Source: an optimization exercise on an open RTL-to-GDS flow (aim: small area and a short achievable clock period). Production flows keep margins and buffers that such runs may drop. RTL that was checked went through simulation tests only; none was proved equivalent to the original. The RTL of runs 2 and 3 was laid out without a check of its function. Power figures rest on the tool's default switching activity, not on a simulated workload.

### design/flow/design.v
`timescale 1ns / 1ps
module awstm(
        pps,
        tevt,
        evt,
        rst_n,
        clk
    );
    input pps;
    input [31:0] tevt;
    output [31:0] evt;
    input rst_n;
    input clk;
    reg r_pps, r_awspps;
    reg [26:0] r_tcyc;       
    reg [26:0] r_td;         
    reg [30:0] r_awstm;      
    reg [30:0] r_tmev_next;  
    reg [31:0] r_set_tmev;  
    reg [10:0] r_tcor;       
    reg [10:0] r_tcor_max;   
    reg r_pps_lock;          
    wire evt_pps;            
    parameter [26:0] p_cyc_per_sec  = 27'd9_999;   
    parameter [26:0] p_pps_to       = 27'd14_999;  
    parameter [30:0] p_awstm_max    = 31'd99_999;   
    assign evt = r_set_tmev;
    assign evt_pps = pps & ~r_pps;
    wire [26:0] td_abs;
    wire [25:0] tmp1_td_abs;
    wire [25:0] tmp2_td_abs;
    wire [10:0] tmp_tcor_max;
    assign td_abs = (r_td[26] ? (~r_td + 17'd1): r_td);
    genvar i;
    assign tmp1_td_abs[25] = td_abs[25];  
    generate 
        for(i = 24; i >= 0; i=i-1) begin :g_tmp1_td_abs
            assign tmp1_td_abs[i] = td_abs[i+1] | td_abs[i];  
        end 
    endgenerate
    assign tmp2_td_abs[25] = tmp1_td_abs[25];
    generate
        for(i = 24; i >= 0; i=i-1) begin: g_tmp2_td_abs
            assign tmp2_td_abs[i] = tmp1_td_abs[i+1] ^ tmp1_td_abs[i];
        end
    endgenerate
    assign tmp_tcor_max[2:0] = 3'b000;
    generate 
        for(i = 0; i < 7; i=i+1) begin: g_tmp_tcor_max
            assign tmp_tcor_max[i+3] = tmp2_td_abs[25-i]; 
        end
    endgenerate
    assign tmp_tcor_max[10] = (tmp1_td_abs[20] & !tmp2_td_abs[20] ? 1'b0 : 1'b1); 
    always @(posedge clk or negedge rst_n) begin
        if(rst_n == 1'b0) begin
            r_pps <= 1'b0;
            r_awspps <= 1'b0;
            r_pps_lock <= 1'b0;
            r_tcyc <= 27'd0;
            r_td <= 27'd0;
            r_tcor <= 11'd0;
            r_tcor_max <= 11'd1024;
            r_awstm <= 31'd0;
            r_tmev_next <= 31'd0;
            r_set_tmev <= 32'd0;
        end else begin
            r_pps <= pps;
            r_tcyc <= r_tcyc + 1;
            r_tcor_max <= tmp_tcor_max;
            if(r_tcor >= r_tcor_max) begin
                r_tcor <= 10'd0;
            end else begin
                r_tcor <= r_tcor + 1;
            end
            if(r_tcyc == p_cyc_per_sec) begin
                r_awspps <= 1'b1;
            end else begin
                r_awspps <= 1'b0;
            end
            if(evt_pps) begin
                r_pps_lock <= 1'b1;
                r_tcyc <= 27'd0;
                r_td <= r_td + p_cyc_per_sec + ~r_tcyc + 27'd1;
            end else begin
                if(r_tcyc == p_pps_to) begin  
                    r_pps_lock <= 1'b0;
                    r_tcyc <= (p_pps_to - p_cyc_per_sec);     
                end                
            end
            if(r_awstm >= p_awstm_max) begin
                r_awstm <= 31'd0;
            end else begin
                if(r_tcor == r_tcor_max) begin
                    if(r_td[26]) begin  
                        r_awstm <= r_awstm;
                        r_td <= r_td + 27'd1;
                    end else begin  
                        r_awstm <= r_awstm + 31'd2;
                        r_td <= r_td - 27'd1;
                    end
                end else begin
                    r_awstm <= r_awstm + 31'd1;
                end
            end
            if(r_tmev_next == r_awstm || (r_tmev_next + 31'd1) == r_awstm) begin
                r_set_tmev <= {r_pps_lock, r_awstm};
                r_tmev_next <= r_tmev_next + tevt;
            end
            if(r_tmev_next > p_awstm_max) begin
                r_tmev_next <= r_tmev_next + ~p_awstm_max + 31'd1;
            end             
        end
    end
endmodule
### design/flow/run.sh
#!/bin/bash
# synth_recipe.tcl (not shown) runs the flow's synth.tcl, then flattens the netlist and writes it again
# the make line also repeats each setting of config.mk as NAME=value (left out here)
make -C /OpenROAD-flow-scripts/flow DESIGN_CONFIG=/design/flow/config.mk WORK_HOME=/design/flow/orfs CLKGATE_MAP_FILE= SYNTH_SCRIPT=/design/flow/synth_recipe.tcl finish
### design/flow/config.mk
export PLATFORM = sky130hd
export DESIGN_NAME = awstm
export DESIGN_NICKNAME = awstm
export VERILOG_FILES = /design/flow/design.v
export SDC_FILE = /design/flow/constraint.sdc
export NUM_CORES = 4
export LEC_CHECK = 0
export CAP_MARGIN = 20
export CORE_MARGIN = 2
export CORE_UTILIZATION = 40
export PLACE_DENSITY = 0.6
export SLEW_MARGIN = 20
### design/flow/constraint.sdc
create_clock -name core_clock -period 6.0 [get_ports {clk}]
set_input_delay 1.2000 -clock core_clock [delete_from_list [all_inputs] [get_ports {clk}]]
set_output_delay 1.2000 -clock core_clock [all_outputs]
set_load 0.01 [all_outputs]
==> results of run 1 <==
## area by class of cell
type	count	share of cell area
inverters	78	0.0191
clock buffers	20	0.0298
repair buffers	75	0.0475
flip-flops and latches	169	0.276
well taps	448	0.0366
clock inverters	12	0.00671
multi-input cells	1281	0.584
## final timing paths
check / cells past startpoint / slack (ns) / end / start
hold reg to reg: 2 / 0.47 / r_pps_lock / r_pps_lock
min in group asynchronous: 1 / 0.68 / r_tcyc[23] / rst_n
setup / recovery: 11 / 1.84 / r_tmev_next[30] / tevt[5]
setup reg to reg: 13 / 2.02 / r_td[25] / r_td[26]
max in group asynchronous: 2 / 4.13 / r_tmev_next[15] / rst_n
hold / removal: 2 / 0.47 / r_pps_lock / r_pps_lock
## flip-flops by register name, summed over array words and instances, names as in the netlist
name,flops
r_awstm,31
r_pps,1
r_pps_lock,1
r_set_tmev,32
r_tcor,11
r_tcor_max,8
r_tcyc,27
r_td,27
r_tmev_next,31
## critical path: stages
cell and delay [ns]:
clkdlybuf4s50_1 0.40, ha_1 0.40, a2111oi_0 0.67, a211oi_1 0.21, nor3_1 0.38, o31a_1 0.27, o211ai_1 0.20, nor2_1 0.31
nor3_1 0.09, a311oi_1 0.23, o21ai_1 0.08
## cell families (layout without fill, tap and decap cells)
group,count (synthesis),count (layout),synth area share
flip-flops,169,169,0.308
XOR/XNOR,184,184,0.117
AO/OA/AOI/OAI,392,392,0.185
adder cells (fa/ha/maj),124,124,0.115
multiplexers,34,34,0.0343
AND/OR/NAND/NOR,533,533,0.193
buffers and inverters,150,185,0.0464
other,1,14,0.000273
## Yosys cell counts, types with 13 or more instances
cell / count / share of area
a211oi_1: 29 / 0.016
nor4_1: 24 / 0.011
inv_1: 78 / 0.021
o21ai_0: 69 / 0.025
nand4_1: 40 / 0.018
xor2_1: 81 / 0.052
a21oi_1: 117 / 0.043
o21bai_1: 13 / 0.0071
nor2b_1: 15 / 0.0068
a21o_1: 34 / 0.019
nand2_1: 120 / 0.033
nand3_1: 62 / 0.023
o21a_1: 13 / 0.0071
o21ai_1: 13 / 0.0047
nor3_1: 39 / 0.014
nor2_1: 142 / 0.039
buf_2: 17 / 0.0062
mux2_4: 25 / 0.027
xnor2_1: 103 / 0.066
o22ai_1: 13 / 0.0059
clkbuf_1: 46 / 0.013
nand2b_1: 16 / 0.0073
dfrtp_1: 168 / 0.31
a31oi_1: 15 / 0.0068
ha_1: 121 / 0.11
and3_1: 20 / 0.0091
## layout by cell type, fill, tap and decap left out, types with 7 or more instances in the layout
cell / Yosys / final
dfrtp_1: 168 / 168
clkbuf_16: 0 / 17
xor2_1: 81 / 81
buf_4: 2 / 10
clkdlybuf4s50_1: 0 / 64
o21a_1: 13 / 13
and2_1: 8 / 8
nand3_1: 62 / 62
conb_1: 1 / 14
nor3_1: 39 / 38
o22ai_1: 13 / 13
a31oi_1: 15 / 15
a211oi_1: 29 / 29
or3_1: 10 / 10
ha_1: 121 / 121
xnor2_1: 103 / 103
nor2b_1: 15 / 15
o211ai_1: 8 / 8
nor3b_1: 7 / 7
a21oi_1: 117 / 117
o21ai_1: 13 / 13
o21ai_0: 69 / 69
nand2b_1: 16 / 16
nand2_1: 120 / 120
and3_1: 20 / 20
a21o_1: 34 / 34
inv_1: 78 / 78
o21bai_1: 13 / 13
mux2_4: 25 / 25
nor2_1: 142 / 142
nor4_1: 24 / 24
a221o_1: 7 / 7
nand4_1: 40 / 40
## power breakdown
| part | switching, uW | leakage (uW) | total [uW] | internal (uW) |
|---|---|---|---|---|
| Sequential | 507 | 0.00215 | 1880 | 1370 |
| Combinational | 2470 | 0.00406 | 4450 | 1980 |
| Clock | 513 | 0.000268 | 1080 | 564 |
| Total | 3490 | 0.00648 | 7410 | 3910 |
## metrics by stage
stage | hold WS [ns] | cells
final | 0.468 | 2083
after global routing | 0.516 | 2083
after CTS | 0.478 | 2083
after detailed placement | 0.462 | 2051
after global placement | 0.453 | 2051
after floorplan | 0.440 | 1600
## layer usage
metal | vias up | GRT usage
met5 | - | 0
met4 | 0 | 0.0459
met3 | 41 | 0.0304
met2 | 249 | 0.321
met1 | 5581 | 0.268
li1 | 5803 | -
==> summary.txt, run 1 <==
Synth:
- In the synthesized netlist the async set-or-reset flop fraction comes to 1.00.
- For this run, the number of Yosys warnings is 1.
- After synthesis the netlist holds a flip-flop and latch count of 169.
- Counting every instance in the synthesized netlist gives 1587.
- The share of the Yosys chip area taken by registers is 0.308.
- In this run, synthesis inferred 0 flip-flops with an integrated enable.
- The number of distinct library cell variants in the gate-level netlist after synthesis is 80.
- The cell area after technology mapping is 13700 um^2.
- Among all flip-flop cells after synthesis, the most frequent one is dfrtp_1.
- After synthesis, the mean cell area works out to 8.65 um^2.

Placed design:
- At the end of routability-driven placement, the weighted congestion stood at 0.880.
- Buffers placed on the I/O ports in this run total 65.
- The HPWL after detailed placement is 25900 um.
- The post-placement cell area is 14700 um^2.
- Before CTS, the worst setup slack after placement is 1.39 ns.

Worst setup path:
- The maximum fanout along the worst path is 8.
- At the worst endpoint, the arrival time is 4.46 ns.
- STA classifies the critical path startpoint as an input pin.
- The worst setup path is captured at a flip-flop.
- The critical path in this run is classified as in2reg.
- STA puts the critical path data required time at 6.30 ns.

STA:
- The measured slew at the worst slew-check pin is 0.795 ns.
- Across all setup checks in the final design, the least slack found is 1.84 ns.
- The count of final hold-check violations was 0.
- The count of endpoints failing setup in the final report is 0.
- The clock arrives with 0.0115 ns of skew.
- The final-report max-slew violation count is 0.
- The share of the cycle needed by the critical path after routing is 0.693.
- The maximum frequency from static timing analysis is 240 MHz.
- Setup repair after global routing left no endpoint under its margin.
- The final period demand of the worst path is 4.16 ns.
- The remaining max-slew budget at the tightest pin is 0.470.
- Adding up every negative setup slack in the final design gives 0 ns.

Hold path:
- The type of the most critical hold path is reg2reg.

Global routing:
- The number of antenna violations at the first check in global routing is 0.
- Entering global routing, the biggest net connects 64 pins.
- The remaining global-route overflow is 0.
- The total global-route track usage is 0.195.
- The via count of the first global-routing pass is 11257.
- The global-route wire length before repair is 57100 um.

Floorplanning:
- The die is 189 um wide.
- The die covers 35800 um^2.
- The initial cell density of the core is 0.407.
- Row generation in the floorplan step produced 67 rows.
- The I/O pin count is 67.
- After floorplanning, the core was sized to cover 33700 um^2.
- Measured along the y axis, the die boundary spans 189 um.

Route:
- The via count is 11674.
- In the routed design, unresolved DRC markers number 0.
- The routed length on met3 is 1360 um.
- Dividing the detail-routed wire length by the instance count gives 16.4 um.
- The highest metal layer carrying signal wires in the routed design is met4.
- The overall routed net length is 34100 um.
- The first-iteration detailed-routing DRC count is 756.
- The detailed router put a total of 16400 um of wire on met1.
- Dividing the detail-routed via count by the number of cells gives 5.60.
- The number of search-and-repair iterations in the first detailed-routing pass is 7.
- The total length of routed met2 wires is 15900 um.
- The detail route stage leaves a number of antenna-violating nets equal to 0.

CTS:
- The H-tree was split into 4 levels.
- CTS placed an instance of clkbuf_16 at the clock tree root.
- TritonCTS built the clock tree.
- After clock tree synthesis, the flow added hold-fix buffers numbering 0.
- The maximum count of clock buffers along a single path is 2.
- The clock sink count is 169.
- In this run, CTS created clock tree buffers numbering 17.
- The later pin in the worst-skew pair is clocked with a latency of 0.44 ns.
- The clock-pin slew on the worst setup and hold paths is 0.07 ns.
- The number of resized instances in the post-cts repair step is 0.
- The count of buffers added by post-CTS timing repair for setup is 0.

Finish:
- The combined flip-flop and latch cell area is 4230 um^2.
- The multi-input combinational cells in the finished layout cover a total of 8930 um^2.
- The repair_antennas step left the layout with diodes totalling 0.
- At the end of the flow the core is filled with cells to 0.454.
- The final net count is 1781.
- The final cell area excluding filler cells is 15300 um^2.
- The ratio of cells with drive above 1 in the final layout is 0.0557.
- Fill cells in the final layout number 3324.
- Relative to the synthesized area, the layout overhead comes to 11.5%.

Flow run:
- Across the run, the number of max-cap violations was 0.

Power:
- The worst supply voltage drop on vdd is 0.000197 V.
- The total power divided by cell area is 484 nW/um^2.
- The static leakage is 0.00648 uW.
- Overall power consumption after layout is estimated at 7410 uW.

Outcome:
- The flow ran to the end and the layout has no timing, DRC or antenna violations.
==> run 2: changes to the inputs <==
==> design/flow/design.v (replaced) <==
`timescale 1ns / 1ps
module awstm(
        pps,
        tevt,
        evt,
        rst_n,
        clk
    );
    input pps;
    input [31:0] tevt;
    output [31:0] evt;
    input rst_n;
    input clk;
    reg r_pps;
    reg r_pps_lock;
    reg [14:0] r_k;           
    reg [26:0] r_td;
    reg [16:0] r_awstm;
    reg [30:0] r_tmev_next;
    reg [17:0] r_set_tmev;    
    reg [10:0] r_tcor;
    reg [7:0]  r_tcor_max;    
    wire evt_pps = pps & ~r_pps;
    assign evt = {r_set_tmev[17], 14'd0, r_set_tmev[16:0]};
    wire        low_zero = ~|r_td[18:0];
    wire [6:0]  a = (r_td[25:19] ^ {7{r_td[26]}}) + {6'd0, r_td[26] & low_zero};
    wire [6:0]  t1;
    wire [6:0]  t2;
    assign t1[6] = a[6];
    assign t1[5:0] = a[6:1] | a[5:0];
    assign t2[6] = t1[6];
    assign t2[5:0] = t1[6:1] ^ t1[5:0];
    wire [7:0]  tcm_next = {~(t1[1] & t1[2]), t2[0], t2[1], t2[2], t2[3], t2[4], t2[5], t2[6]};
    wire tcor_ge = r_tcor[10:3] >= r_tcor_max;
    wire tcor_eq = (r_tcor[10:3] == r_tcor_max) && (r_tcor[2:0] == 3'd0);
    wire k_to = r_k[14] & ~r_k[12] & ~r_k[9] & ~r_k[8] & ~r_k[7] & ~r_k[2] & ~r_k[1] & ~r_k[0];
    wire aws_wrap = r_awstm[16] & r_awstm[15] & r_awstm[10] & r_awstm[9] & r_awstm[7] &
                    (r_awstm[5] | (&r_awstm[4:0]));
    wire cor = ~aws_wrap & tcor_eq;
    wire [26:0] td_op = cor ? {{26{~r_td[26]}}, 1'b1} : (evt_pps ? {{12{r_k[14]}}, r_k} : 27'd0);
    wire [1:0]  aws_inc = tcor_eq ? (r_td[26] ? 2'd0 : 2'd2) : 2'd1;
    wire        tm_gt = (r_tmev_next > 31'd99999);
    wire        tm_hz = ~|r_tmev_next[30:17];
    wire        tm_ho = &r_tmev_next[30:17];
    wire [16:0] tm_l = r_tmev_next[16:0];
    wire        match = (tm_hz & ((tm_l == r_awstm) | ({1'b0, tm_l} + 18'd1 == {1'b0, r_awstm}))) |
                        (tm_ho & (&tm_l) & (r_awstm == 17'd0));
    wire [30:0] tm_op = tm_gt ? 31'h7ffe7961 : (match ? tevt[30:0] : 31'd0);
    always @(posedge clk or negedge rst_n) begin
        if (rst_n == 1'b0) begin
            r_pps <= 1'b0;
            r_pps_lock <= 1'b0;
            r_k <= 15'd9999;
            r_td <= 27'd0;
            r_tcor <= 11'd0;
            r_tcor_max <= 8'd128;
            r_awstm <= 17'd0;
            r_tmev_next <= 31'd0;
            r_set_tmev <= 18'd0;
        end else begin
            r_pps <= pps;
            r_tcor_max <= tcm_next;
            r_tcor <= tcor_ge ? 11'd0 : r_tcor + 11'd1;
            if (evt_pps) begin
                r_pps_lock <= 1'b1;
                r_k <= 15'd9999;
            end else if (k_to) begin
                r_pps_lock <= 1'b0;
                r_k <= 15'd4999;
            end else begin
                r_k <= r_k - 15'd1;
            end
            r_td <= r_td + td_op;
            r_awstm <= aws_wrap ? 17'd0 : r_awstm + {15'd0, aws_inc};
            if (match)
                r_set_tmev <= {r_pps_lock, r_awstm};
            r_tmev_next <= r_tmev_next + tm_op;
        end
    end
endmodule
==> run 2 against run 1 <==
Die area shrank 36%. Routed wire length shrank 43%. Worst setup slack lost 1.5 ns. Combinational power shrank about 60%. Clock skew grew 0.00058 ns. Cell count shrank 39%. Global-route usage shrank 1.8 points. Hold slack lost 0.0067 ns. Critical path depth grew 12. Critical path type is now reg2reg.
==> summary.txt, run 2 <==
Hold path:
- The startpoint identified for the worst hold timing path is r_k[0].
- The path class of the tightest hold or removal check is reg2reg.
- Counting instances, the worst hold path has a depth of 1.

Synth:
- Synthesis instantiated 63 different standard cells from the library.
- The share of flip-flops with an asynchronous set or reset after synthesis is 1.00.
- The part of the Yosys area used for sequential elements is 0.370.
- The dominant cell type by area after synthesis is dfrtp_1.
- The count of warnings emitted by yosys is 1.
- The share of synthesized area in the top cell type comes to 0.343.
- The cell area after technology mapping is 8750 um^2.
- The number of standard cells after synthesis is 920.
- In the synthesized netlist the dominant register cell turns out to be dfrtp_1.
- The count of state elements after synthesis is 129.
- The mean post-synth cell area is 9.52 um^2.
- Yosys attributes the largest share of cell area to dfrtp_1 (34%), ha_1 (11%), xnor2_1 (7.2%).
- Counting instances in the post-synthesis netlist gives the leading cell types as dfrtp_1 (120), nor2_1 (87), ha_1 (74).
- In this run, synthesis inferred 0 flip-flops with an integrated enable.
- Yosys instantiated no cell more often than dfrtp_1.

Route:
- Dividing the detail-routed via count by the number of cells gives 5.23.
- The count of nets left with antenna violations after detail routing is 0.
- The average wire length per cell after detail routing is 15.2 um.
- The number of search-and-repair iterations in the first detailed-routing pass is 5.
- Across all layers, the routed design uses 6679 vias.
- The overall routed net length is 19500 um.
- After detailed routing, the number of remaining DRC violations is 0.
- The first-iteration detailed-routing DRC count is 351.

Global routing:
- The remaining global-route overflow is 0.
- The total global-route track usage is 0.176.
- The via count of the first global-routing pass is 6859.
- The global routing usage on met3 is 0.0328.
- The pin count of the biggest net entering global routing is 77.
- In the global route stage, met1 resource usage came out at 0.233.
- For met2 alone, demand over resource in global routing was 0.297.
- The number of antenna violations at the first check in global routing came to 0.
- The most used routing layer in global routing is met2.
- The first global-routing pass estimated 33400 um of wire.

STA:
- The measured slew at the worst slew-check pin is 0.730 ns.
- The final-report max-slew violation count is 0.
- The clock skew after layout is 0.0120 ns.
- Timing would allow up to 178 MHz.
- The count of final hold-check violations is 0.
- Setup violations remaining at the end of the flow were counted as 0.
- The total negative slack is 0 ns.
- Setup repair after global routing left no endpoint under its margin.
- The final period demand of the worst path is 5.62 ns.
- The share of the cycle needed by the critical path after routing is 0.936.
- The remaining max-slew budget at the tightest pin is 0.513.

CTS:
- The clock-pin slew on the worst setup and hold paths is 0.06 ns.
- In this run, CTS created clock tree buffers numbering 17.
- The clock sink count is 129.
- The number of resized instances in the post-cts repair step is 0.
- No sink is reached through more buffers than the 2 on the longest clock path.
- The TritonCTS clock tree is yes.
- The H-tree depth reported by CTS is 4.
- The count of buffers added by post-CTS timing repair for setup is 0.
- Hold repair after CTS inserted 0 buffers.
- The clock latency on the worst-skew pair is 0.42 ns.
- The buffer cell driving the clock tree root is clkbuf_16.

Finish:
- The final cell area excluding filler cells is 10200 um^2.
- The final net count is 1096.
- The top cell types in the final layout, fill and taps aside, are dfrtp_1 (120), nor2_1 (87), ha_1 (74).
- The combined flip-flop and latch cell area is 3240 um^2.
- In the final layout, the share of cells above drive strength 1 is 0.0762.
- The filler cells instantiated in the layout total 2076.
- The commonest non-fill, non-tap cell in the layout is dfrtp_1.
- The register with the most flip-flops in the layout has 31 of them.
- Ranked by flip-flop count, first place goes to r_tmev_next.
- The largest registers in the layout are r_tmev_next (31), r_td (27), r_set_tmev (18).
- The area of combinational cells with multiple inputs is 5230 um^2.
- The signed area change from the synthesized netlist to the final layout is 16.4%.
- The total inserted antenna cells is 0.

Placed design:
- The placed wire-length estimate after detailed placement is 14500 um.
- Buffers placed on the I/O ports in this run total 51.
- In this run the cell area measured after placement is 9590 um^2.
- The final weighted congestion of routability-driven global placement is 0.868.

Power:
- The power after layout is 4210 uW.
- In this run the static leakage power is 0.00477 uW.
- The worst-case IR drop observed on VDD is 0.000192 V.
- The total power divided by cell area is 413 nW/um^2.

Worst setup path:
- The worst setup path is launched from a flip-flop.
- The launch point of the worst path is r_tmev_next[0].
- STA classifies the critical path endpoint as a flip-flop.
- The critical setup path kind is reg2reg.
- The startpoint identified for the worst register-to-register timing path is r_tmev_next[0].
- Along the worst path, the maximum fanout reaches 4.
- The count of cells along the worst register-to-register path is 23.
- STA puts the critical path data arrival time at 5.95 ns.
- Data on the critical path is required at its endpoint by 6.33 ns.

Floorplanning:
- The I/O pin count is 67.
- After floorplanning, the core was sized to cover 21600 um^2.
- The initial utilization of the core area, before any placement, comes to 0.405.
- The floorplan step set the die height to 152 um.
- In this run the horizontal extent of the chip is 152 um.
- The floorplan step defined a die boundary enclosing 23100 um^2.
- The floorplan has 54 rows.

Outcome:
- The run finished with no timing, DRC or antenna violations.

Flow run:
- Max-cap violations in this run came to 0.
## run 2: cell types whose count changed after synthesis, moves of 43 or more
| cell | change |
|---|---|
| nand2_1 | -74 |
| dfrtp_1 | -48 |
| a21oi_1 | -55 |
| nor2_1 | -55 |
| ha_1 | -47 |
| o21ai_0 | -43 |
## run 2: power breakdown
group          internal, uW  switching (uW)  total, uW  leakage [uW]
Combinational           830             953       1780       0.00286
Clock                   616             412       1030      0.000284
Sequential             1120             277       1400       0.00162
## run 2: final cells by class
class / instances / area share
clock inverter: 15 / 0.0157
sequential: 129 / 0.318
multi-input combinational: 731 / 0.513
inverter: 36 / 0.0133
clock buffer: 17 / 0.0417
tap: 280 / 0.0344
timing repair buffer: 69 / 0.0639
## run 2: through the flow
step                      worst slack (ns)  std cells  utilization  hold slack [ns]
final                                0.384       1277        0.471            0.462
after global routing                0.0454       1277        0.471            0.483
after CTS                            0.329       1277        0.471            0.470
after detailed placement             0.335       1245        0.444            0.455
after global placement               0.363       1245        0.444            0.440
after floorplan                      0.939        933            -            0.426
## run 2: worst max-delay path, stage by stage, from the launching register on
cell and delay [ns]:
dfrtp_1 0.41, ha_1 0.28, and4_1 0.26, and3_1 0.20, and3_1 0.19, ha_1 0.28, xor2_1 0.16, nor4_1 0.25
nand3_1 0.09, nand4b_1 0.23, o41ai_4 0.35, o21a_2 0.22, a21o_1 0.11, ha_1 0.23, fa_1 0.27, a211oi_1 0.12
o21a_1 0.20, o31ai_1 0.39, o41a_1 0.26, a21oi_1 0.11, o221ai_1 0.32, o211ai_1 0.18, a31o_2 0.24, xnor2_1 0.16
## run 2: metal layers
layer | part of all wire | wire (um) | vias up
met1 | 0.47 | 9200 | 3184
met4 | 0.013 | 260 | 0
li1 | - | - | 3377
met3 | 0.033 | 649 | 19
met5 | 0 | 0 | -
met2 | 0.48 | 9340 | 99
## run 2: path summary, 6_finish.rpt
| kind | end | slack (ns) |
|---|---|---|
| hold / removal | r_k[0] | 0.46 |
| setup reg to reg | r_tmev_next[30] | 0.38 |
| hold reg to reg | r_k[0] | 0.46 |
| max in group asynchronous | r_tcor_max[0] | 3.98 |
| min in group asynchronous | r_tmev_next[24] | 0.81 |
| setup / recovery | r_tmev_next[30] | 0.38 |
## run 2: logic make-up (layout without fill, tap and decap cells)
family                     Yosys count  after routing  share of synthesized area
AOI/OAI and AO/OA                  207            207                      0.158
buffers and inverters               73            137                     0.0402
and+or+nand+nor                    287            287                      0.165
xor gates and xnor gates           126            126                      0.126
DFF                                129            129                      0.370
adders and majority gates           77             77                      0.113
other                                1             14                   0.000428
muxes                               20             20                     0.0270
==> run 3: changes to the inputs <==
--- a/design/flow/config.mk
+++ b/design/flow/config.mk
@@ -10,3 +10,4 @@
 export CORE_UTILIZATION = 40
 export PLACE_DENSITY = 0.6
+export SETUP_SLACK_MARGIN = 3.5
 export SLEW_MARGIN = 20
==> run 3 against run 2 <==
Synthesized cell count stayed put. Final area grew 20%. Clock power rose by 4%. Clock skew is 0.00053 ns lower. Via count increased by 7.2%. Critical endpoint is now r_tmev_next[28]. First-iteration DRC count shrank 25%. Sequential power is 4% higher. Largest cell class unchanged. Non-clock buffer count grew 86. Core utilization is 9.6 points higher. Global-route usage increased by 1.5 points. Critical path type unchanged. Die area unchanged. Fmax up 11%.
==> summary.txt, run 3 <==
Power:
- The total power divided by cell area is 419 nW/um^2.
- Summing internal, switching and leakage power gives 5140 uW.
- IR analysis of the VDD net gives a maximum drop of 0.000220 V.
- The static leakage is 0.00550 uW.

CTS:
- For the worst-skew pair, the clock arrives at the later sink with an insertion delay of 0.43 ns.
- TritonCTS built the clock tree.
- In this run, post-CTS hold repair placed 0 buffers.
- The total CTS buffers is 17.
- The buffer cell driving the clock tree root is clkbuf_16.
- The clock sink count is 129.
- The clock-pin slew on the worst setup and hold paths is 0.06 ns.
- The maximum count of clock buffers along a single path is 2.
- CTS built an H-tree with a depth of 4.

Worst setup path:
- The worst setup path is of the reg2reg kind.
- The worst endpoint data arrival time is 5.36 ns.
- The endpoint class of the critical path is a flip-flop.
- The data required time of the worst path is 6.31 ns.
- The slowest library cell on the worst path is or4_1.
- The critical path goes through ha_4 -> and4_4 -> and3_4 -> and3_4 -> ha_4 -> nand4_1 -> or4_1 -> nor2_1 -> a21oi_2 -> o41ai_4 -> buf_4 -> nand3_4 -> nor2_1 -> ha_4 -> o21ai_2 -> o21a_1 -> o31ai_4 -> o41a_1 -> buf_6 -> a21oi_4 -> o221ai_4 -> o211ai_1 -> nand3b_1 -> xor2_1.
- The kind of start point of the critical path is a flip-flop.
- The maximum fanout along the worst path is 6.
- On the worst path, the slowest cell contributes a delay of 0.57 ns.
- In this design, the critical path's most frequently occurring cell is ha_4.

STA:
- Timing would allow up to 198 MHz.
- Setup repair after global routing could not meet its margin everywhere.
- At the pin with the least slew margin, the transition time is 0.844 ns.
- Clock skew on the completed layout was measured at 0.0115 ns.
- The count of endpoints failing setup in the final report is 0.
- Setup total negative slack on the finished layout was measured at 0 ns.
- The final period demand of the worst path is 5.05 ns.
- The final-report max-slew violation count is 0.
- The count of final hold-check violations is 0.
- Of the available clock period, the critical path in the final layout requires 0.842.
- The worst path meets setup with 0.946 ns of slack.
- Measured against its own limit, the worst slew margin works out to 0.437.

Route:
- The final layout contains routed wiring with a total length of 22100 um.
- The via count is 7160.
- Once detail routing completed, the nets flagged for antenna violations numbered 0.
- After detailed routing, the average wire length per cell comes to 16.2 um.
- Using the TritonRoute via totals, the vias-per-cell ratio works out to 5.25.
- The number of search-and-repair iterations in the first detailed-routing pass is 4.
- The first routing iteration left 264 violations.
- The DRC violations left is 0.

Synth:
- By area the synthesized netlist is led by dfrtp_1 (34%), ha_1 (11%), xnor2_1 (7.2%).
- The number of distinct library cell variants in the gate-level netlist after synthesis is 63.
- The mapped netlist covers 8750 um^2.
- The top cell type's share of synthesized area is 0.343.
- After technology mapping, the gate count stands at 920.
- The part of the Yosys area used for sequential elements is 0.370.
- In this run the mean area of a mapped cell was 9.52 um^2.
- The commonest cells after synthesis are dfrtp_1 (120), nor2_1 (87), ha_1 (74).
- The count of warnings emitted by yosys is 1.
- The share of flip-flops with an asynchronous set or reset after synthesis is 1.00.
- Synthesis inferred 129 register bits.
- By instance count, the leading cell after synthesis is dfrtp_1.
- For this run, the leading register cell type out of synthesis is dfrtp_1.
- Yosys mapped a number of flops with a built-in enable equal to 0.
- The dominant cell type by area after synthesis is dfrtp_1.

Global routing:
- Entering global routing, the biggest net connects 89 pins.
- The global-route wire length before repair is 36200 um.
- The via count of the first global-routing pass is 7325.
- The remaining global-route overflow is 0.
- The number of antenna violations at the first check in global routing is 0.
- In the global route stage, overall resource usage came out at 0.191.

Finish:
- The final cell area excluding filler cells is 12300 um^2.
- The largest registers in the layout are r_tmev_next (31), r_td (27), r_set_tmev (18).
- In the final design database the tool counted 1182 nets.
- The total inserted antenna cells is 0.
- The top cell types in the final layout, fill and taps aside, are dfrtp_1 (109), nor2_1 (74), buf_4 (74).
- In the final layout, the share of cells above drive strength 1 is 0.316.
- The area of combinational cells with multiple inputs is 6490 um^2.
- The final core utilization is 0.567.
- The register with the most flip-flops is r_tmev_next.
- Counting the fill cells in the layout gives 1878.
- The number of flip-flops in the largest register is 31.
- The commonest non-fill, non-tap cell in the layout is dfrtp_1.
- Compared with the post-synthesis result, the final layout area differs by 40.0%.
- The combined flip-flop and latch cell area is 3250 um^2.

Floorplanning:
- After floorplanning, the core was divided into 54 placement rows.
- The floorplan step defined a core boundary enclosing 21600 um^2.
- The initial cell density of the core is 0.405.
- During I/O placement, the number of pins put on the boundary was 67.
- The die covers 23100 um^2.
- The y dimension of the die is 152 um.
- The floorplan die width is 152 um.

Placed design:
- Before CTS, the worst setup slack after placement is 0.443 ns.
- Once placement finished, the instance area stood at 10000 um^2.
- The count of input and output buffers is 51.
- The final weighted congestion of routability-driven global placement is 0.877.
- Once detailed placement completed, the half-perimeter wirelength came to 14900 um.

Hold path:
- The type of the most critical hold path is reg2reg.

Flow run:
- Across the run, the number of max-cap violations was 0.

Outcome:
- The flow ran to the end and the layout has no timing, DRC or antenna violations.
run 3: cell type report:
type                       count  area share
clock buffer                  18      0.0358
clock inverter                14      0.0137
inverter                      36      0.0110
multi-input combinational    731       0.530
sequential                   129       0.265
tap                          280      0.0286
timing repair buffer         155       0.116
run 3: cells by family after synthesis:
| logic type | count (synthesis) | share of synthesized area |
|---|---|---|
| other | 1 | 0.000428 |
| AOI/OAI and AO/OA | 207 | 0.158 |
| buffers and inverters | 73 | 0.0402 |
| and+or+nand+nor | 287 | 0.165 |
| muxes | 20 | 0.0270 |
| adders and majority gates | 77 | 0.113 |
| DFF | 129 | 0.370 |
| xor gates and xnor gates | 126 | 0.126 |
run 3: worst max-delay path: cells and delay by family (launching register included):
family / cells / cell delay, ns
AO/OA/AOI/OAI: 9 / 1.57
XOR/XNOR: 1 / 0.15
AND/OR/NAND/NOR: 9 / 1.91
adder cells (fa/ha/maj): 3 / 0.53
flip-flops: 1 / 0.43
buffers and inverters: 2 / 0.33
run 3: report_power, final:
group	switching [uW]	internal, uW
Combinational	1270	1350
Sequential	324	1130
Clock	429	638
Total	2020	3110
run 3: metal layers:
metal | up-vias | part of all wire | track usage
met5 | - | 0 | 0
met2 | 84 | 0.51 | 0.328
met3 | 16 | 0.030 | 0.0371
met1 | 3492 | 0.45 | 0.243
met4 | 0 | 0.011 | 0.0579
li1 | 3568 | - | -
run 3: repair_timing:
action,4_1_cts,5_1_grt
resized for setup,106,95
pin swaps,55,76
setup endpoints to repair,113,98
buffers inserted,53,36
gates cloned,1,0
run 3: final timing paths:
check                          startpoint         endpoint  slack, ns  cells past startpoint
setup / recovery           r_tmev_next[1]  r_tmev_next[28]       0.95                     24
hold / removal                     r_k[0]           r_k[0]       0.46                      1
setup reg to reg           r_tmev_next[1]  r_tmev_next[28]       0.95                     24
hold reg to reg                    r_k[0]           r_k[0]       0.46                      1
max in group asynchronous           rst_n         r_td[26]       4.03                      2
min in group asynchronous           rst_n  r_tmev_next[25]       0.85                      1
run 3: through the flow:
step / hold slack [ns] / instances
floorplan: 0.426 / 933
detailed placement: 0.443 / 1241
global placement: 0.436 / 1241
finish: 0.458 / 1363
global route: 0.464 / 1363
CTS: 0.456 / 1327
==> run 4: changes to the inputs <==
==> design/flow/design.v (replaced) <==
`timescale 1ns / 1ps
module awstm(
        pps,
        tevt,
        evt,
        rst_n,
        clk
    );
    input pps;
    input [31:0] tevt;
    output [31:0] evt;
    input rst_n;
    input clk;
    reg r_pps;
    reg r_pps_lock;
    reg [13:0] r_tcyc;
    reg [26:0] r_td;
    reg [16:0] r_awstm;
    reg [30:0] r_tmev_next;
    reg [17:0] r_set_tmev;    
    reg [10:0] r_tcor;
    reg [7:0]  r_tcor_max;    
    wire evt_pps = pps & ~r_pps;
    assign evt = {r_set_tmev[17], 14'd0, r_set_tmev[16:0]};
    wire        low_zero = ~|r_td[18:0];
    wire [6:0]  a = r_td[26] ? (~r_td[25:19] + {6'd0, low_zero}) : r_td[25:19];
    wire [6:0]  t1;
    wire [6:0]  t2;
    assign t1[6] = a[6];
    assign t1[5:0] = a[6:1] | a[5:0];
    assign t2[6] = t1[6];
    assign t2[5:0] = t1[6:1] ^ t1[5:0];
    wire [7:0]  tcm_next = {~(t1[1] & ~t2[1]), t2[0], t2[1], t2[2], t2[3], t2[4], t2[5], t2[6]};
    wire tcor_ge = r_tcor[10:3] >= r_tcor_max;
    wire tcor_eq = (r_tcor[10:3] == r_tcor_max) && (r_tcor[2:0] == 3'd0);
    wire tcyc_to = (r_tcyc == 14'd14999);
    wire aws_wrap = (r_awstm >= 17'd99999);
    wire cor = ~aws_wrap & tcor_eq;
    wire        tm_gt = (r_tmev_next > 31'd99999);
    wire [31:0] tm_d  = {15'd0, r_awstm} - {1'b0, r_tmev_next};
    wire        match = (tm_d[30:0] == 31'd0) || (tm_d[30:0] == 31'd1);
    always @(posedge clk or negedge rst_n) begin
        if (rst_n == 1'b0) begin
            r_pps <= 1'b0;
            r_pps_lock <= 1'b0;
            r_tcyc <= 14'd0;
            r_td <= 27'd0;
            r_tcor <= 11'd0;
            r_tcor_max <= 8'd128;
            r_awstm <= 17'd0;
            r_tmev_next <= 31'd0;
            r_set_tmev <= 18'd0;
        end else begin
            r_pps <= pps;
            r_tcor_max <= tcm_next;
            r_tcor <= tcor_ge ? 11'd0 : r_tcor + 11'd1;
            if (evt_pps) begin
                r_pps_lock <= 1'b1;
                r_tcyc <= 14'd0;
            end else if (tcyc_to) begin
                r_pps_lock <= 1'b0;
                r_tcyc <= 14'd5000;
            end else begin
                r_tcyc <= r_tcyc + 14'd1;
            end
            if (cor)
                r_td <= r_td[26] ? r_td + 27'd1 : r_td - 27'd1;
            else if (evt_pps)
                r_td <= r_td + 27'd9999 - {13'd0, r_tcyc};
            if (aws_wrap)
                r_awstm <= 17'd0;
            else if (tcor_eq)
                r_awstm <= r_td[26] ? r_awstm : r_awstm + 17'd2;
            else
                r_awstm <= r_awstm + 17'd1;
            if (match)
                r_set_tmev <= {r_pps_lock, r_awstm};
            if (tm_gt)
                r_tmev_next <= r_tmev_next - 31'd99999;
            else if (match)
                r_tmev_next <= r_tmev_next + tevt[30:0];
        end
    end
endmodule
--- a/design/flow/config.mk
+++ b/design/flow/config.mk
@@ -10,4 +10,3 @@
 export CORE_UTILIZATION = 40
 export PLACE_DENSITY = 0.6
-export SETUP_SLACK_MARGIN = 3.5
 export SLEW_MARGIN = 20
==> run 4 against run 3 <==
Total power grew 26%. Still clean on timing, DRC and antenna. Flip-flop and latch count is 1 lower. Non-clock buffer count fell by 94. Die area up 37%. Sequential power about the same. Worst setup slack gained 0.60 ns. Sequential share of layout area down 2.7 points. Combinational power grew 57%. Synthesized cell count grew 57%. Largest power group unchanged. Via count rose by 47%. Synthesized area increased by 38%. Highest routed layer unchanged. Largest cell class unchanged.
==> summary.txt, run 4 <==
STA:
- The final critical-path setup slack is 1.54 ns.
- The worst path needs 4.46 ns of the cycle, external delays included.
- The clock skew after layout is 0.0147 ns.
- The final-report max-slew violation count is 0.
- The remaining max-slew budget at the tightest pin is 0.358.
- The share of the cycle needed by the critical path after routing is 0.743.
- The count of final hold-check violations came to 0.
- After routing, the total negative slack on setup checks comes to 0 ns.
- At the pin with the least slew margin, the transition time is 0.963 ns.
- The count of endpoints failing setup in the final report is 0.
- Setup repair after global routing left no endpoint under its margin.
- Timing would allow up to 224 MHz.

Finish:
- The final net count is 1657.
- The register with the most flip-flops is r_tmev_next.
- The number of flip-flops in the largest register is 31.
- The total inserted antenna cells is 0.
- The signed area change from the synthesized netlist to the final layout is 11.5%.
- The ratio of cells with drive above 1 in the final layout is 0.0534.
- Leaving out fill and tap cells, the most frequent cell in the layout is ha_1.
- The final core utilization is 0.453.
- In the final layout, flip-flops and latches occupy 3200 um^2.
- Leaving out fill and tap cells, the most frequent cells in the layout are ha_1 (134), nor2_1 (131), dfrtp_1 (127).
- The largest registers in the layout are r_tmev_next (31), r_td (27), r_set_tmev (18).
- In the final layout, the multi-input gates occupy 8310 um^2.
- The fill cell total of the finished layout is 2980.

Floorplanning:
- The area of the placeable core is 29700 um^2.
- The number of placement rows is 63.
- Measured along the x axis, the die boundary spans 178 um.
- The y dimension of the die is 178 um.
- The die covers 31600 um^2.
- For this design the top-level I/O count stands at 67.
- The initial cell density of the core is 0.406.

CTS:
- The clock latency on the worst-skew pair is 0.42 ns.
- The clock-pin slew on the worst setup and hold paths is 0.06 ns.
- The count of buffers added by post-CTS timing repair for setup is 0.
- The TritonCTS clock tree is yes.
- The buffer cell driving the clock tree root is clkbuf_16.
- The number of buffers added to fix hold violations after cts is 0.
- The number of resized instances in the post-cts repair step is 0.
- The H-tree depth reported by CTS is 4.
- The clock passes through at most 2 buffers.
- The number of clock buffers added by TritonCTS is 17.
- The clock sink count is 128.

Synth:
- In the post-synthesis netlist, the cell with the most instances is ha_1.
- By count the netlist is led by ha_1 (134), nor2_1 (131), dfrtp_1 (127).
- The most used flip-flop cell after synthesis is dfrtp_1.
- The count of warnings emitted by yosys is 1.
- The largest total area in the synthesized netlist belongs to dfrtp_1.
- Sorting the synthesized cells by area gives the leading types as dfrtp_1 (26%), ha_1 (14%), xnor2_1 (5.5%).
- The number of synthesized flops with an enable pin is 0.
- The synthesized design contains 128 register bits.
- The part of the Yosys area used for sequential elements is 0.265.
- The number of standard cells after synthesis is 1444.
- Synthesis instantiated 87 different standard cells from the library.
- Counting flops with an async set or reset pin after synthesis yields a share of 1.00.
- The average instance in the mapped netlist occupies 8.36 um^2.
- The synthesized netlist occupies a cell area of 12100 um^2.
- The share of synthesized area in the top cell type comes to 0.263.

Outcome:
- The run finished with no timing, DRC or antenna violations.

Route:
- In the routed layout, each cell is associated on average with a via count of 5.58.
- The first-iteration detailed-routing DRC count is 810.
- Once detail routing completed, the nets flagged for antenna violations numbered 0.
- The via count is 10523.
- The number of search-and-repair iterations in the first detailed-routing pass is 5.
- For this run, design rule violations remaining after detail routing come to 0.
- Dividing the detail-routed wire length by the instance count gives 16.4 um.
- The overall routed net length is 30900 um.

Power:
- The worst supply voltage drop on vdd is 0.000318 V.
- For this design the ratio of total power to cell area is 482 nW/um^2.
- Summed over all cells, the static leakage comes to 0.00600 uW.

Worst setup path:
- The slowest stage of the critical path belongs to the cell clkdlybuf4s50_1.
- The kind of start point of the critical path is an input pin.
- The largest stage delay on the critical path is 0.49 ns.
- Of all nets on the critical path, the largest fanout is 3.
- STA puts the critical path data required time at 6.32 ns.
- STA classifies the critical path endpoint as a flip-flop.
- The critical path is of the in2reg type.
- Traced cell by cell, the critical path runs through clkdlybuf4s50_1 -> ha_1 -> a21oi_1 -> o2111ai_1 -> o211ai_1 -> a31oi_1 -> o41a_1 -> a22o_1 -> a221oi_1 -> o21ai_0 -> xnor2_1 -> o31ai_1.
- The worst endpoint data arrival time is 4.77 ns.

Flow run:
- Across the run, the number of max-cap violations was 0.

Hold path:
- The type of the most critical hold path is reg2reg.

Global routing:
- Summed over all layers, the global routing overflow is 0.
- The via count of the first global-routing pass is 10298.
- The pin count of the biggest net entering global routing is 81.
- Across every metal layer, demand over resource in global routing totals 0.200.
- The number of antenna violations at the first check in global routing is 0.
- The global-route wire length before repair is 51100 um.

Placed design:
- The post-placement worst setup slack is 1.11 ns.
- The final weighted congestion of routability-driven global placement is 0.902.
- The placed wire-length estimate after detailed placement is 23600 um.
- The count of input and output buffers is 51.
run 4: changes by cell type after synthesis, moves of 16 or more:
cell	change
a21o_1	-20
o211ai_1	+32
o21ai_0	+52
ha_1	+60
nand2_1	+59
nand3_1	+20
mux2_1	-18
a211oi_1	+16
a21oi_1	+40
nor2_1	+44
inv_1	+57
run 4: cell type report:
cell class | instances | area share
multi-input combinational | 1182 | 0.617
sequential | 128 | 0.238
timing repair buffer | 61 | 0.0436
clock buffer | 26 | 0.0363
tap | 390 | 0.0362
inverter | 94 | 0.0262
clock inverter | 6 | 0.00260
run 4: logic make-up (layout without fill, tap and decap cells):
family,after synthesis,in the layout,synth area share
and+or+nand+nor,461,461,0.189
adders and majority gates,138,138,0.146
DFF,128,128,0.265
xor gates and xnor gates,132,132,0.0958
other,1,14,0.000311
muxes,27,27,0.0239
buffers and inverters,147,187,0.0514
AOI/OAI and AO/OA,410,410,0.228
run 4: final timing paths:
check	slack (ns)	endpoint	startpoint	cells after the start
max in group asynchronous	4.04	r_awstm[16]	rst_n	2
min in group asynchronous	0.82	r_td[19]	rst_n	1
min	0.47	r_pps_lock	r_pps_lock	2
max reg2reg	1.78	r_tmev_next[6]	r_tmev_next[8]	13
min reg2reg	0.47	r_pps_lock	r_pps_lock	2
max	1.54	r_tmev_next[29]	tevt[1]	12
run 4: critical path, delay by kind of cell:
kind,cells,cell delay [ns]
AO/OA/AOI/OAI,9,2.61
adder cells (fa/ha/maj),1,0.32
XOR/XNOR,1,0.16
buffers and inverters,1,0.49
run 4: power by group:
group | internal (uW) | switching (uW) | total, uW
sequential | 1090 | 338 | 1420
combinational | 1810 | 2300 | 4110
clock | 559 | 390 | 949
total | 3460 | 3030 | 6490
run 4: per-layer routing:
metal  vias to the layer above  part of all wire  GRT usage
met5                         -                 0          0
met3                        24             0.035     0.0268
li1                       5305                 -          -
met2                       194              0.48      0.344
met1                      5000              0.47      0.266
met4                         0             0.013     0.0458
run 4: per-stage QoR:
| stage | hold WS (ns) | cells | instance area (um^2) | total power (uW) |
|---|---|---|---|---|
| finish | 0.474 | 1887 | 13500 | 6490 |
| floorplan | 0.443 | 1457 | 12100 | 4640 |
| global placement | 0.468 | 1855 | 12900 | 5440 |
| detailed placement | 0.465 | 1855 | 12900 | 5500 |
| global route | 0.508 | 1887 | 13500 | 7120 |
| CTS | 0.481 | 1887 | 13500 | 6490 |
==> run 5: changes to the inputs <==
==> design/flow/design.v (replaced) <==
`timescale 1ns / 1ps
module awstm(
        pps,
        tevt,
        evt,
        rst_n,
        clk
    );
    input pps;
    input [31:0] tevt;
    output [31:0] evt;
    input rst_n;
    input clk;
    reg r_pps;
    reg r_pps_lock;
    reg [14:0] r_k;           
    reg [26:0] r_td;
    reg [16:0] r_awstm;
    reg [30:0] r_tmev_next;
    reg [17:0] r_set_tmev;    
    reg [10:0] r_tcor;
    reg [7:0]  r_tcor_max;    
    reg r_eq;                 
    reg r_wrap;               
    wire evt_pps = pps & ~r_pps;
    assign evt = {r_set_tmev[17], 14'd0, r_set_tmev[16:0]};
    wire        low_zero = ~|r_td[18:0];
    wire [6:0]  a = (r_td[25:19] ^ {7{r_td[26]}}) + {6'd0, r_td[26] & low_zero};
    wire [6:0]  t1;
    wire [6:0]  t2;
    assign t1[6] = a[6];
    assign t1[5:0] = a[6:1] | a[5:0];
    assign t2[6] = t1[6];
    assign t2[5:0] = t1[6:1] ^ t1[5:0];
    wire [7:0]  tcm_next = {~(t1[1] & t1[2]), t2[0], t2[1], t2[2], t2[3], t2[4], t2[5], t2[6]};
    wire tcor_ge = r_tcor[10:3] >= r_tcor_max;
    wire eq_next = ~tcor_ge & (&r_tcor[2:0]) & (r_tcor[10:3] + 8'd1 == tcm_next);
    wire k_to = r_k[14] & ~r_k[12] & ~r_k[9] & ~r_k[8] & ~r_k[7] & ~r_k[2] & ~r_k[1] & ~r_k[0];
    wire cor = ~r_wrap & r_eq;
    wire inc0 = r_eq & r_td[26];
    wire inc2 = r_eq & ~r_td[26];
    wire at_99998 = (&r_awstm[16:15]) & (&r_awstm[10:9]) & r_awstm[7] & (&r_awstm[4:1]);
    wire at_99997 = (&r_awstm[16:15]) & (&r_awstm[10:9]) & r_awstm[7] & (&r_awstm[4:2]) & r_awstm[0];
    wire wrap_next = ~r_wrap & ((at_99998 & ~inc0) | (at_99997 & inc2));
    wire [16:0] aws_next = r_wrap ? 17'd0 : (inc2 ? r_awstm + 17'd2 : (inc0 ? r_awstm : r_awstm + 17'd1));
    wire [26:0] td_pk = r_td + {{12{r_k[14]}}, r_k};
    wire [26:0] td_pm = r_td + {{26{~r_td[26]}}, 1'b1};
    wire [16:0] tm_l = r_tmev_next[16:0];
    wire        tm_hz = ~|r_tmev_next[30:17];
    wire        tm_ho = &r_tmev_next[30:17];
    wire        l_ones = &tm_l;
    wire [16:0] e = ~(tm_l ^ r_awstm);
    wire [16:0] q;
    assign q[16:0] = {e[16:1] ^ ~(r_awstm[15:0] | ~tm_l[15:0]), ~e[0]};
    wire        m_eq = tm_hz & (&e);
    wire        m_p1 = (&q) & (l_ones ? tm_ho : tm_hz);
    wire        match = m_eq | m_p1;
    wire        tm_gt = ~tm_hz | (tm_l > 17'd99999);
    wire [30:0] tm_sum = {tevt[30:17], 17'd0} + {14'd0, tm_l} + {14'd0, tevt[16:0]};
    wire [30:0] tm_sub = r_tmev_next - 31'd99999;
    wire [30:0] tm_keep = tm_gt ? tm_sub : r_tmev_next;
    always @(posedge clk or negedge rst_n) begin
        if (rst_n == 1'b0) begin
            r_pps <= 1'b0;
            r_pps_lock <= 1'b0;
            r_k <= 15'd9999;
            r_td <= 27'd0;
            r_tcor <= 11'd0;
            r_tcor_max <= 8'd128;
            r_eq <= 1'b0;
            r_wrap <= 1'b0;
            r_awstm <= 17'd0;
            r_tmev_next <= 31'd0;
            r_set_tmev <= 18'd0;
        end else begin
            r_pps <= pps;
            r_tcor_max <= tcm_next;
            r_tcor <= tcor_ge ? 11'd0 : r_tcor + 11'd1;
            r_eq <= eq_next;
            r_wrap <= wrap_next;
            if (evt_pps) begin
                r_pps_lock <= 1'b1;
                r_k <= 15'd9999;
            end else if (k_to) begin
                r_pps_lock <= 1'b0;
                r_k <= 15'd4999;
            end else begin
                r_k <= r_k - 15'd1;
            end
            if (cor)
                r_td <= td_pm;
            else if (evt_pps)
                r_td <= td_pk;
            r_awstm <= aws_next;
            if (match)
                r_set_tmev <= {r_pps_lock, r_awstm};
            r_tmev_next <= (match & ~tm_gt) ? tm_sum : tm_keep;
        end
    end
endmodule
==> run 5 against run 4 <==
Via count decreased by 18%. Sequential share of layout area up 5.3 points. Hold slack lost 0.0080 ns. Highest routed layer unchanged. Critical endpoint is now r_td[26].
==> summary.txt, run 5 <==
Outcome:
- The run finished with no timing, DRC or antenna violations.

Placed design:
- During placement, the flow inserted port buffers numbering 51.
- Once placement completed, the tool counted placed cells totaling 1519.
- At the end of routability-driven placement, the weighted congestion stood at 0.858.
- The placed wire-length estimate after detailed placement is 18600 um.

CTS:
- The clock reaches the later pin of the worst-skew pair after 0.43 ns.
- The H-tree generated during clock tree synthesis spans 4 levels.
- Hold repair after CTS inserted 0 buffers.
- The total CTS buffers is 17.
- Once the clock tree was built, the setup fixing pass inserted 0 buffers.
- The clock passes through at most 2 buffers.
- The TritonCTS clock tree is yes.
- The number of gates resized after CTS was 0.
- CTS saw 131 sinks.
- The buffer cell driving the clock tree root is clkbuf_16.
- The clock-pin slew on the worst setup and hold paths is 0.06 ns.

Worst setup path:
- The critical path goes through nand2b_1 -> nor2_1 -> a21o_1 -> fa_1 -> a21oi_1 -> o211ai_1 -> a221oi_1 -> a21oi_1 -> and3_1 -> or3_1 -> a21oi_1 -> xor2_1.
- Of all nets on the critical path, the largest fanout is 20.
- The slowest stage of the critical path is the dfrtp_1 cell.
- STA puts the critical path data required time at 6.27 ns.
- The kind of start point of the critical path is a flip-flop.
- By instance count, the cell type seen most on the critical path is a21oi_1.
- The critical setup path kind is reg2reg.
- The worst endpoint data arrival time is 4.97 ns.
- The largest stage delay on the critical path is 0.78 ns.
- The endpoint class of the critical path is a flip-flop.

Global routing:
- Entering global routing, the biggest net connects 95 pins.
- In the global route stage, overall resource usage came out at 0.198.
- The number of antenna violations at the first check in global routing was 0.
- The global-route wire length before repair is 42400 um.
- Summed over all layers, the global routing overflow is 0.
- The via count of the first global-routing pass is 8246.

Synth:
- In the synthesized netlist, the cells that appear most often are dfrtp_1 (122), nand2_1 (114), nor2_1 (104).
- In the synthesized netlist the dominant register cell turns out to be dfrtp_1.
- A synthesized cell averages 8.44 um^2.
- Of the synthesized area, sequential elements account for 0.328.
- The largest total area in the synthesized netlist belongs to dfrtp_1.
- The cell area after technology mapping is 10000 um^2.
- In this run, synthesis produced a sequential element count of 131.
- For this run, the number of Yosys warnings is 1.
- The cell with the most instances after synthesis is dfrtp_1.
- The top cell type's share of synthesized area is 0.305.
- After synthesis, the netlist uses 73 different library cells.
- The share of flip-flops with an asynchronous set or reset after synthesis is 1.00.
- Synthesis produced a netlist whose cell count is 1186.
- Yosys mapped a number of flops with a built-in enable equal to 0.
- After synthesis, the cell types taking the most area are dfrtp_1 (30%), ha_1 (9.6%), xnor2_1 (6.6%).

Route:
- Dividing the detail-routed wire length by the instance count gives 16.2 um.
- The first-iteration detailed-routing DRC count is 555.
- In the routed layout, each cell is associated on average with a via count of 5.57.
- After detailed routing, the number of remaining DRC violations is 0.
- The via count is 8644.
- In this run the remaining antenna-violating nets after routing total 0.
- The number of search-and-repair iterations in the first detailed-routing pass is 6.
- The overall routed net length is 25200 um.

STA:
- The count of final hold-check violations was 0.
- At the pin with the least slew margin, the transition time is 0.896 ns.
- Subtracting the final worst setup slack from the clock period gives 4.69 ns.
- The clock skew after layout is 0.0179 ns.
- Setup repair after global routing left no endpoint under its margin.
- Setup violations remaining at the end of the flow were counted as 0.
- The final-report max-slew violation count is 0.
- For this run, the top clock speed supported by timing is 213 MHz.
- In the finished design, the share of the clock period the worst path needs comes to 0.782.
- The total negative slack is 0 ns.
- Headroom to the max-slew limit came out at 0.402.

Finish:
- The register with the most flip-flops in the final layout is r_tmev_next.
- The commonest non-fill, non-tap cell in the layout is dfrtp_1.
- The ratio of cells with drive above 1 in the final layout is 0.0546.
- The final net count is 1328.
- In the layout the commonest cells are dfrtp_1 (122), nand2_1 (114), nor2_1 (104).
- The number of flip-flops in the largest register is 31.
- Compared with the post-synthesis result, the final layout area differs by 12.9%.
- The largest registers in the layout are r_tmev_next (31), r_td (27), r_set_tmev (18).
- The repair_antennas step left the layout with diodes totalling 0.
- The count of non-filler cells in the finished layout is 1551.

Floorplanning:
- The initial utilization of the core area, before any placement, comes to 0.409.
- In this run the horizontal extent of the chip is 162 um.
- The I/O pin count is 67.
- The initialized floorplan defines 57 standard-cell rows.
- The y dimension of the die is 162 um.
- The area of the placeable core is 24500 um^2.
- The floorplan step defined a die boundary enclosing 26300 um^2.

Power:
- The worst supply voltage drop on vdd is 0.000192 V.
- The power after layout is 4560 uW.
- Power spread over the standard cell area amounts to 404 nW/um^2.
- The static leakage is 0.00479 uW.

Hold path:
- The min-delay analysis places its worst path in the category reg2reg.

Flow run:
- The max-cap check violation count is 0.
run 5: path summary, 6_finish.rpt:
| kind | slack, ns | cells after the start | startpoint | end |
|---|---|---|---|---|
| min in group asynchronous | 0.88 | 1 | rst_n | r_td[10] |
| setup reg to reg | 1.31 | 12 | r_wrap | r_td[26] |
| max in group asynchronous | 4.05 | 2 | rst_n | r_awstm[2] |
| setup / recovery | 1.31 | 12 | r_wrap | r_td[26] |
| hold reg to reg | 0.47 | 1 | r_k[0] | r_k[0] |
| hold / removal | 0.47 | 1 | r_k[0] | r_k[0] |
run 5: logic make-up (layout without fill, tap and decap cells):
kind of cell | count (synthesis) | count (layout) | synth area share
and+or+nand+nor | 422 | 422 | 0.209
AOI/OAI and AO/OA | 311 | 311 | 0.197
DFF | 131 | 131 | 0.328
xor gates and xnor gates | 129 | 129 | 0.113
buffers and inverters | 108 | 136 | 0.0467
adders and majority gates | 80 | 80 | 0.101
muxes | 4 | 4 | 0.00425
other | 1 | 14 | 0.000374
run 5: cell type report:
cell class,count,area (um^2)
well taps,324,405
clock inverters,15,146
repair buffers,55,542
clock buffers,17,425
flip-flops and latches,131,3290
inverters,49,184
fillers,2394,13200
multi-input cells,960,6310
run 5: stage by stage:
stage / cell area, um^2 / utilization / hold slack (ns) / setup slack [ns]
6_report: 11300 / 0.462 / 0.466 / 1.31
4_1_cts: 11300 / 0.462 / 0.472 / 1.37
5_1_grt: 11300 / 0.462 / 0.480 / 0.852
3_3_place_gp: 10700 / 0.439 / 0.448 / 1.45
3_5_place_dp: 10700 / 0.439 / 0.456 / 1.38
2_1_floorplan: 10100 / - / 0.433 / 2.07
run 5: power breakdown:
part           internal, uW  total (uW)  switching [uW]
clock                   581        1030             446
sequential             1120        1410             295
combinational           929        2130            1200
total                  2630        4560            1940
run 5: worst max-delay path, delay by kind of cell, from the launching register on:
| family | cells | cell delay (ns) |
|---|---|---|
| and+or+nand+nor | 4 | 1.64 |
| AOI/OAI and AO/OA | 6 | 1.61 |
| DFF | 1 | 0.78 |
| adders and majority gates | 1 | 0.42 |
| xor gates and xnor gates | 1 | 0.09 |
run 5: per-layer routing:
metal | global-route usage | up-vias | routed length [um] | share of wire
li1 | - | 4308 | - | -
met1 | 0.296 | 4153 | 12900 | 0.51
met2 | 0.302 | 169 | 11000 | 0.44
met3 | 0.0294 | 14 | 1080 | 0.043
met4 | 0.0426 | 0 | 211 | 0.0084
met5 | 0 | - | 0 | 0
==> run 6: changes to the inputs <==
--- a/design/flow/config.mk
+++ b/design/flow/config.mk
@@ -10,3 +10,4 @@
 export CORE_UTILIZATION = 40
 export PLACE_DENSITY = 0.6
+export SETUP_SLACK_MARGIN = 3.5
 export SLEW_MARGIN = 20
==> run 6 against run 5 <==
Hold slack lost 0.0037 ns. Routed wire length is 25% higher. Critical endpoint unchanged. Cell count is 12% higher. First-iteration DRC count up 31%. Total power up 31%. Global-route usage is 3.0 points higher. Sequential power increased by 4%. Register-to-register slack improved by 1.6 ns. Sequential share of layout area fell by 6.6 points. Via count up 13%. Worst setup slack gained 1.6 ns.
==> summary.txt, run 6 <==
Floorplanning:
- The overall die area is 26300 um^2.
- Measured along the x axis, the die boundary spans 162 um.
- The total area inside the core boundary comes to 24500 um^2.
- During I/O placement, the number of pins put on the boundary was 67.
- The y dimension of the die is 162 um.
- The initial cell density of the core is 0.409.
- Row generation in the floorplan step produced 57 rows.

Route:
- The average via count per standard cell is 5.65.
- The routed design has 31500 um of wire.
- In this run, the number of DRC markers left after iteration 0 of detailed routing was 725.
- The via count is 9797.
- The detail route stage leaves a number of antenna-violating nets equal to 0.
- In the final routed layout, each cell accounts on average for 18.1 um.
- The first TritonRoute pass finished after 5 iterations.
- The DRC violations left is 0.

Worst setup path:
- The worst setup path is of the reg2reg kind.
- The worst endpoint data arrival time is 3.49 ns.
- The worst setup path is captured at a flip-flop.
- The destination of the worst register-to-register timing path is r_td[26].
- In this design, the stage delay of the slowest critical-path cell is 0.51 ns.
- Along the worst path, the maximum fanout reaches 7.
- The slowest stage of the critical path is the dfrtp_4 cell.
- The flop-to-flop setup slack is 2.86 ns.
- The library cell appearing most often on the critical path is a21oi_2.
- The signal on the critical path passes through nand2b_4 -> nor2_4 -> buf_12 -> a21o_1 -> ha_4 -> a21oi_2 -> o211ai_1 -> a221oi_4 -> a21oi_2 -> and3_4 -> or3_1 -> a21oi_2 -> xor2_1.
- The data required time of the worst path is 6.35 ns.
- In this run the critical register-to-register path is launched from r_wrap.
- The number of cells on the worst reg-to-reg path is 13.
- The kind of start point of the critical path is a flip-flop.

Synth:
- The portion of synthesized area spent on multiplexers is 0.00425.
- The basic-gate share of the synthesized area counting and, or, nand and nor cells is 0.209.
- For this run, the number of Yosys warnings is 1.
- The number of distinct library cell variants in the gate-level netlist after synthesis is 73.
- The number of synthesized flops with an enable pin is 0.
- Synthesis handed over a netlist of 1186 instances.
- The area fraction in compound gates after synthesis is 0.197.
- A synthesized cell averages 8.44 um^2.
- Counting instances in the post-synthesis netlist gives the leading cell types as dfrtp_1 (122), nand2_1 (114), nor2_1 (104).
- Of the total synthesized cell area, the portion taken by XOR and XNOR cells is 0.113.
- For this run, the register share of the synthesized area comes to 0.328.
- Among all flip-flop cells after synthesis, the most frequent one is dfrtp_1.
- Of the total synthesized cell area, the portion taken by full adders, half adders and majority gates is 0.101.
- Summing every instance area after synthesis gives 10000 um^2.
- The dominant combinational cell family by area after synthesis is simple AND/OR/NAND/NOR gates.
- Synthesis inferred 131 register bits.
- Of the post-synthesis cell area, the dominant cell type holds 0.305.
- The dominant cell type by area after synthesis is dfrtp_1.
- By instance count, the leading cell after synthesis is dfrtp_1.
- The share of flip-flops with an asynchronous set or reset after synthesis is 1.00.
- Yosys attributes the largest share of cell area to dfrtp_1 (30%), ha_1 (9.6%), xnor2_1 (6.6%).

Hold path:
- For hold timing, the worst endpoint is r_k[0].
- The worst hold path startpoint is r_k[0].
- The depth of the worst hold-timing path is 1.
- The min-delay analysis places its worst path in the category reg2reg.

STA:
- The clock skew after layout is 0.0171 ns.
- At the pin with the least slew margin, the transition time is 0.848 ns.
- The final-report max-slew violation count is 0.
- On the final layout, the worst hold slack is 0.462 ns.
- The count of final hold-check violations is 0.
- The final period demand of the worst path is 3.14 ns.
- The worst pin sits at a relative slew slack of 0.429.
- The share of the cycle needed by the critical path after routing is 0.524.
- Summed over all failing endpoints, the final setup total negative slack is 0 ns.
- Setup slack on the critical path of the routed design comes to 2.86 ns.
- Setup repair after global routing could not meet its margin everywhere.
- The maximum frequency from static timing analysis is 318 MHz.
- Setup violations remaining at the end of the flow were counted as 0.

CTS:
- The H-tree depth reported by CTS is 4.
- TritonCTS built the clock tree.
- The clock sink count is 131.
- For this design, the CTS-stage hold fixing added 0 buffers.
- The total CTS buffers is 17.
- The clock reaches the later pin of the worst-skew pair after 0.44 ns.
- The clock-pin slew on the worst setup and hold paths is 0.07 ns.
- The maximum count of clock buffers along a single path is 2.
- CTS placed an instance of clkbuf_16 at the clock tree root.

Placed design:
- The placed instances occupy a cell area of 11300 um^2.
- The post-placement worst setup slack is 1.94 ns.
- In this run the tool buffered the top-level ports with 51 buffer cells.
- The final weighted congestion of routability-driven global placement is 0.892.
- Once detailed placement completed, the half-perimeter wirelength came to 19000 um.

Finish:
- r_tmev_next holds more flip-flops than any other register.
- The fill cell total of the finished layout is 1959.
- The register with the most flip-flops in the layout has 31 of them.
- After the last flow step, the layout net total stands at 1511.
- Summing all non-filler instances in the final layout gives an area of 14800 um^2.
- The largest registers in the layout are r_tmev_next (31), r_td (27), r_set_tmev (18).
- In the layout the commonest cells are buf_4 (138), dfrtp_1 (99), nor2_1 (94), nand2_1 (94), xnor2_1 (69).
- Of the cells placed in the final design, the portion with a size suffix greater than 1 is 0.370.
- Relative to the synthesized area, the layout overhead comes to 47.7%.
- The total inserted antenna cells is 0.
- The commonest non-fill, non-tap cell in the layout is buf_4.

Power:
- The worst supply voltage drop on vdd is 0.000254 V.
- The power after layout is 5970 uW.
- The static leakage is 0.00617 uW.
- Power spread over the standard cell area amounts to 403 nW/um^2.

Global routing:
- The global-route wire length before repair is 48300 um.
- The via count of the first global-routing pass is 9312.
- The number of antenna violations at the first check in global routing is 0.
- Summed over all layers, the global routing overflow is 0.
- In the global route stage, overall resource usage came out at 0.228.
- The pin count of the biggest net entering global routing is 70.

Flow run:
- Max-cap violations in this run came to 0.

Outcome:
- The run finished with no timing, DRC or antenna violations.
-- run 6: where the power goes --
part           switching, uW  internal [uW]
sequential               347           1120
clock                    434            656
combinational           1730           1680
total                   2510           3460
-- run 6: final cells by class --
class	count	area, um^2	share of cell area
multi-input combinational	963	8150	0.551
clock buffer	17	425	0.0288
tap	324	405	0.0274
inverter	49	191	0.0129
timing repair inverter	1	6.26	0.000423
sequential	131	3320	0.225
clock inverter	15	181	0.0123
timing repair buffer	234	2110	0.143
-- run 6: per-stage QoR --
step,instances,util
2_1_floorplan,1199,-
3_3_place_gp,1520,0.460
3_5_place_dp,1520,0.460
4_1_cts,1667,0.550
5_1_grt,1734,0.605
6_report,1734,0.605
-- run 6: worst max path at each step --
stage              from              end  slack, ns  depth (start not counted)
2_1_floorplan  r_td[26]             r_eq       2.83                         15
6_report         r_wrap         r_td[26]       2.86                         13
5_1_grt          r_wrap         r_td[26]       2.69                         13
3_3_place_gp   r_td[26]             r_eq       1.92                         17
3_5_place_dp    tevt[0]  r_tmev_next[22]       1.94                         12
4_1_cts         r_td[9]             r_eq       2.81                         13
-- run 6: cell families after synthesis --
logic type,after synthesis
flops,131
mux,4
buf+inv,108
other cells,1
simple gates,422
xor+xnor,129
fa+ha+maj,80
compound gates,311
-- run 6: critical path: cells and delay by family, from the launching register on --
kind	cells	cell delay, ns
buffers and inverters	1	0.15
and+or+nand+nor	4	0.95
AOI/OAI and AO/OA	6	1.10
adders and majority gates	1	0.22
DFF	1	0.51
xor gates and xnor gates	1	0.14
-- run 6: repair_timing --
| action | 4_1_cts | 5_1_grt |
|---|---|---|
| buffers inserted | 106 | 66 |
| endpoints found under the setup margin | 100 | 89 |
| hold endpoints to repair | 0 | 0 |
| resized for setup | 236 | 168 |
| cloned | 9 | 1 |
| pin swaps | 94 | 88 |
-- run 6: metal layers --
layer  GRT usage  wire [um]  up-vias
met1       0.304      13800     4767
li1            -          -     4673
met3      0.0414       1460       56
met2       0.381      15600      301
met4      0.0607        630        0
met5           0          0        -

## static timing again, ports no longer ideal
Ports are ideal in the flow. The routed layouts listed here were re-timed in OpenROAD. Step 1: set_driving_cell puts a clkbuf_16 on clk and a buf_2 on each other input, an assumption about the parent block. Step 2 also shifts input and output timing later by t, the mid clock arrival at the registers, as if the neighbouring blocks saw the same clock. a / b / c = ideal / step 1 / step 2; a / b = the first two.
run	t (ns)	setup slack, ns	hold slack, ns	worst register clock-pin slew, ns
run 1	0.482	1.841 / 1.864 / 1.382	0.468 / 0.468 / 0.468	0.07 / 0.07
run 2	0.460	0.384 / 0.384 / 0.384	0.462 / 0.462 / 0.462	0.07 / 0.07
run 3	0.466	0.946 / 0.946 / 0.946	0.458 / 0.458 / 0.458	0.07 / 0.07
run 4	0.461	1.543 / 1.562 / 1.101	0.474 / 0.474 / 0.474	0.06 / 0.06
run 5	0.467	1.306 / 1.306 / 1.306	0.466 / 0.466 / 0.466	0.07 / 0.07
run 6	0.473	2.859 / 2.859 / 2.530	0.462 / 0.462 / 0.462	0.07 / 0.07
After both steps every run listed still meets setup and hold. For run 1, which loses most, drivers alone change the setup slack by +0.023 ns; drivers and shift together by -0.459 ns.
